From an optimization exercise on the open Yosys and OpenROAD flow, aimed at small area and a short achievable clock period; shortcuts taken in it are not production practice.
Only simulation tests tie the RTL to the original design; equivalence was not proved.

==> flow/design.v, too long to show whole: its modules and the start of the top module <==
// module alucontrol: 41 lines
// module mdarr: 3100 lines
// module rca: 18 lines
// module alu: 41 lines
// module ex_stage: 122 lines
module ex_stage (
	input wire clk,
	input wire reset,
	input wire we,
	output wire [4:0] reg_probe,
	output wire [31:0] data_probe,
	output wire write_probe,
	input wire alu_s,
	input wire alu_t,
	input wire alu_op,
	input wire dst_reg,
	input wire is_link,
	input wire is_jump,
	input wire dst_jump,
	input wire [31:0] pc_jump,
	input wire [31:0] pc_next,
	input wire [31:0] data_s,
	input wire [31:0] data_t,
	input wire [31:0] data_c0,
	input wire [5:0] opcode,
	input wire [5:0] funct,
	input wire [4:0] reg_s,
	input wire [4:0] reg_t,
	input wire [4:0] reg_d,
	input wire is_branch,
	input wire mem_read,
	input wire mem_write,
	input wire mem_type,
	input wire mem_to_reg,
	input wire reg_write,
	input wire [31:0] immediate,
	output reg is_branch_out,
	output reg [31:0] pc_branch,
	output reg is_jump_out,
	output reg [31:0] pc_jump_out,
	output reg alu_zero,
	output reg mem_read_out,
	output reg mem_write_out,
	output reg mem_type_out,
	output reg mem_to_reg_out,
	output reg [31:0] alu_out,
	output reg [31:0] data_t_out,
	output reg [4:0] reg_addr,
	output reg reg_write_out
);
  // ...
==> flow/flow/run.sh <==
#!/bin/bash
# Standard ORFS layout (the standard.sh, unchanged synthesis) with two changes:
#  - after synthesis, every combinational cell is swapped to the smallest-area cell of
#    its own family (same function and pins, e.g. nand2_4 -> nand2_1); the placer's
#    repair_design still sizes up what slew or load limits need;
#  - the port buffers that global placement inserts use buf_1 instead of a delay-cell buffer.
set -euo pipefail
W=$PWD
R=$W/orfs/results/$FLOW_PLATFORM/ex_stage/base
bash standard.sh synth > flow_synth.log 2>&1
cat > "$W/downsize_run.tcl" <<EOT
read_db $R/1_synth.odb
source $W/flow/downsize.tcl
downsize_all
write_db $R/1_synth.odb
EOT
openroad -no_init -exit "$W/downsize_run.tcl" > downsize.log 2>&1
bash standard.sh 'BUFFER_PORTS_ARGS=-buffer_cell sky130_fd_sc_hd__buf_1' finish > flow_make.log 2>&1
==> flow/flow/downsize.tcl <==
# Swap every combinational cell to the smallest-area cell of the same family (same function,
# same pins): sky130_fd_sc_hd__<base>_<N> -> the <base>_<M> with least area. Flip-flops stay.
proc downsize_all {} {
  set db [ord::get_db]
  set masters {}
  foreach lib [$db getLibs] {
    foreach m [$lib getMasters] { lappend masters $m }
  }
  array set best {}
  foreach m $masters {
    set n [$m getName]
    if {![regexp {^(sky130_fd_sc_hd__[a-z0-9]+)_([0-9]+)$} $n -> base sz]} { continue }
    set a [expr {[$m getWidth] * [$m getHeight]}]
    if {![info exists best($base)] || $a < [lindex $best($base) 1]} { set best($base) [list $m $a] }
  }
  set n 0
  foreach inst [[ord::get_db_block] getInsts] {
    set m [$inst getMaster]
    set name [$m getName]
    if {![regexp {^(sky130_fd_sc_hd__[a-z0-9]+)_([0-9]+)$} $name -> base sz]} { continue }
    if {[regexp {df|dl|edf|sdf|tap|fill|decap|conb|clkdly|dlygate|dlymetal} $base]} { continue }
    if {![info exists best($base)]} { continue }
    set bm [lindex $best($base) 0]
    if {[$bm getName] ne $name} {
      if {[$inst swapMaster $bm]} { incr n }
    }
  }
  puts "downsize_all: swapped $n instances"
}
==> flow/standard.sh <==
#!/bin/bash
# synth_recipe.tcl (not shown) runs the flow's synth.tcl, then flattens the netlist and writes it again
# the make line also repeats each setting of config.mk as NAME=value (left out here)
make -C /OpenROAD-flow-scripts/flow DESIGN_CONFIG=/design/flow/config.mk WORK_HOME=/design/flow/orfs CLKGATE_MAP_FILE= SYNTH_SCRIPT=/design/flow/synth_recipe.tcl "${@:-finish}"
==> flow/config.mk <==
export PLATFORM = sky130hd
export DESIGN_NAME = ex_stage
export DESIGN_NICKNAME = ex_stage
export VERILOG_FILES = /design/flow/design.v
export SDC_FILE = /design/flow/constraint.sdc
export NUM_CORES = 4
export LEC_CHECK = 0
export ABC_AREA = 1
export CAP_MARGIN = 20
export CORE_MARGIN = 2
export CORE_UTILIZATION = 70
export CTS_BUF_LIST = sky130_fd_sc_hd__clkbuf_8
export CTS_CLUSTER_DIAMETER = 50
export CTS_CLUSTER_SIZE = 10
export GPL_TIMING_DRIVEN = 0
export PLACE_DENSITY = 0.8
export SLEW_MARGIN = 20
==> flow/constraint.sdc <==
create_clock -name core_clock -period 600.0 [get_ports {clk}]
set_input_delay 120.0000 -clock core_clock [delete_from_list [all_inputs] [get_ports {clk}]]
set_output_delay 120.0000 -clock core_clock [all_outputs]
set_load 0.01 [all_outputs]
==> impl_metrics.py, run 1 <==
metrics = {
    "placement": {
        "placed_cells": 7521,
        "port_buffers": 404,
        "pre_cts_ws_ns": 263.10,
        "hpwl_um": 132000,
    },
    "clocking": {
        "cts.path.max_buffers": 2,
        "ctsHoldBuffers": 0,
        "post_cts_buffers": 0,
    },
    "timing": {
        "fmax_mhz": 2.91,
        "worst_hold_slack_ns": 0.489,
        "layout_min_cycle_time_ns": 343.29,
        "skew_ns": 0,
    },
    "hold_path": {
        "hold_path.startpoint": "pc_jump_out[4]",
        "min_to": "pc_jump_out[4]",
    },
    "detailed_routing": {
        "first_pass_iters": 11,
        "num_vias": 48356,
        "post_drt_wl_per_cell_um": 21.2,
        "ant_nets": 0,
    },
    "global_route": {
        "gr-usage-all-layers_pct": 55.7,
        "grt_max_degree": 29,
        "grt_use_met2_pct": 81.5,
        "met1_usage_pct": 61.7,
    },
    "floorplan": {
        "chipHeight_um": 237,
        "std_cell_rows": 85,
        "die_x_um": 237,
    },
    "setup_path": {
        "cp.arrival_ns": 223.28,
    },
    "finish": {
        "fin_util_pct": 78.3,
        "layout.nonclk_buf_share_pct": 7.18,
        "multi_input_comb_cells": 5282,
        "inverters": 739,
        "clock_tree_area_fraction_pct": 0.962,
        "final.clkbuf_count": 17,
    },
    "status": {
        "outcome": "finished clean",
    },
    "job": {
        "cap_violations": 0,
    },
}
==> run 2, diff against run 1 <==
--- a/flow/config.mk
+++ b/flow/config.mk
@@ -10,8 +10,6 @@
 export CORE_MARGIN = 2
 export CORE_UTILIZATION = 70
-export CTS_BUF_LIST = sky130_fd_sc_hd__clkbuf_8
 export CTS_CLUSTER_DIAMETER = 50
 export CTS_CLUSTER_SIZE = 10
-export GPL_TIMING_DRIVEN = 0
 export PLACE_DENSITY = 0.8
 export SLEW_MARGIN = 20
==> run 2 against run 1 <==
- worst setup slack improved by 6.5 ns
- clock-buffer cell count unchanged
- first-iteration DRC count decreased by 17%
- sequential share of layout area increased by 0.11 points
- via count decreased by 4.0%
==> impl_metrics.py, run 2 <==
metrics = {
    "status": {
        "outcome": "finished clean",
    },
    "detailed_routing": {
        "vias_per_cell": 6.26,
        "wl_um": 150000,
        "drc": 0,
        "drtIter0Drc": 5253,
        "first_pass_iters": 13,
        "ant_nets": 0,
        "num_vias": 46425,
        "post_drt_wl_per_cell_um": 20.2,
    },
    "clocking": {
        "ctsHoldBuffers": 0,
        "post_cts_buffers": 0,
        "clk_latency_ns": 0.46,
        "path_clk_slew_ns": 0.06,
        "cts_tree": "built",
        "numCtsBuffers": 17,
        "htreeDepth": 4,
        "cts.path.max_buffers": 2,
        "cts_resized": 0,
        "clock_sinks": 141,
        "cts-root-buf": "clkbuf_16",
    },
    "floorplan": {
        "die_x_um": 237,
        "chipHeight_um": 237,
        "core_um2": 53800,
        "start_util_pct": 70.8,
        "num_io_pins": 414,
        "die_area_um2": 56300,
        "std_cell_rows": 85,
    },
    "finish": {
        "stdcell_count": 7415,
        "fin_nets": 7561,
        "mostFrequentLayoutCell": "nand2_1",
        "stdcell_area_um2": 41400,
        "final_cell_mix": "nand2_1, nand3_1, inv_1",
        "drive_gt1_share_pct": 2.67,
        "syn2layout_area_growth_pct": 8.73,
        "fin_util_pct": 77.0,
        "fillCellCount": 4285,
    },
    "yosys": {
        "synthCells": 6378,
        "avgSynthCellArea_um2": 5.98,
        "synth_nets": 7240,
        "syn_area_um2": 38100,
        "synth_warnings": 1,
    },
    "placement": {
        "finalWeightedCongestion": 1.11,
        "hpwl_um": 117000,
        "port_buffers": 408,
        "placed_cells": 7376,
        "postPlaceCellArea_um2": 40800,
    },
    "timing": {
        "rsz0062_at_grt": "false",
        "period_share_pct": 56.1,
        "hold_viol_final": 0,
        "fmax_mhz": 2.97,
        "layout_min_cycle_time_ns": 336.78,
        "maxSlewViolCount": 0,
        "relSlewSlack_pct": 13.1,
        "worstMarginPinSlew_ns": 1.29,
        "skew_ns": 0,
        "finalSetupViolations": 0,
        "setup_tns_ns": 0,
    },
    "setup_path": {
        "crit_type": "in2out",
        "r2r-end": "alu_out[23]",
        "rr_startpoint": "alu_out[23]",
        "required_ns": 480.00,
        "crit_start": "alu_op",
        "r2r_cells": 4,
        "cp-start-kind": "primary input",
        "endpoint_kind": "primary output",
        "cp.arrival_ns": 216.78,
        "cp_common_cell": "nand2_1",
        "cp_max_fo": 37,
        "cp_slowest_cell": "o21ai_0",
        "critPathMaxStageDelay_ns": 0.85,
        "r2r_setup_slack_ns": 599.19,
    },
    "global_route": {
        "antenna_found_initial": 8,
        "grt_max_degree": 107,
        "grt_pass1_vias": 43423,
        "grt_pass1_wl_um": 230000,
        "gr-usage-all-layers_pct": 51.8,
        "grt_overflow_total": 0,
    },
    "hold_path": {
        "holdPathStages": 2,
        "hp-class": "reg2reg",
        "min_to": "alu_zero",
        "hold_path.startpoint": "alu_zero",
    },
    "job": {
        "cap_violations": 0,
    },
}
==> run 2: critical path: cells and delay by family <==
family | cells | cell delay [ns]
adder cells (fa/ha/maj) | 35 | 10.64
XOR/XNOR | 4 | 1.04
buffers and inverters | 73 | 15.92
AND/OR/NAND/NOR | 326 | 42.85
AO/OA/AOI/OAI | 115 | 25.78
==> run 2: metrics by stage <==
| stage | worst slack (ns) | hold WS (ns) |
|---|---|---|
| global placement | 269.78 | 0.457 |
| global route | 256.27 | 0.502 |
| finish | 263.22 | 0.471 |
| detailed placement | 267.70 | 0.463 |
| floorplan | 289.36 | 0.490 |
| CTS | 267.41 | 0.473 |
==> run 2: worst max-delay path by stage <==
stage,endpoint,slack [ns],cells after the start
after floorplan,data_probe[18],289.36,535
after global placement,data_probe[18],269.78,548
after detailed placement,data_probe[18],267.70,550
after CTS,data_probe[18],267.41,551
after global routing,data_probe[18],256.27,546
final,data_probe[11],263.22,553
==> run 2: metal layers <==
layer	track usage (%)	wire length [µm]
met1	60.6	52500
met2	78.6	61800
met3	14.8	19900
met4	43.0	15300
met5	0	70
==> run 2: cell type report <==
| cell class | count | area, µm² | share of cell area (%) |
|---|---|---|---|
| Clock buffer | 17 | 425 | 1.03 |
| Timing Repair Buffer | 518 | 2360 | 5.70 |
| Antenna cell | 7 | 17.5 | 0.0423 |
| Clock inverter | 15 | 200 | 0.483 |
| Tap cell | 696 | 871 | 2.10 |
| Multi-Input combinational cell | 5282 | 32000 | 77.1 |
| Inverter | 739 | 2770 | 6.69 |
| Sequential cell | 141 | 2820 | 6.81 |

[static timing again, ports no longer ideal]
No port has a modelled driver above. Below, the same layouts with a new extraction and two added sets of constraints.
Step 1: set_driving_cell puts a clkbuf_16 on clk and a buf_2 on each other input, an assumption about the parent block.
Step 2 times the ports against the registers' clock, not the clock port: input delays grow and output delays shrink by t, the midpoint of the rising clock arrivals with the driver on.
Slacks: no drivers / after step 1 / after step 2; pairs: no drivers / after step 1.
| run | t (ns) | setup slack, ns | hold WS [ns] | slew at the worst register clock pin (ns) |
|---|---|---|---|---|
| run 1 | 0.553 | 256.715 / 256.694 / 256.694 | 0.489 / 0.489 / 0.489 | 0.12 / 0.12 |
| run 2 | 0.502 | 263.216 / 263.190 / 263.190 | 0.471 / 0.471 / 0.471 | 0.09 / 0.09 |
After both steps every run listed still meets setup and hold. For run 2, which loses most, drivers alone change the setup slack by -0.026 ns; drivers and shift together by -0.026 ns.
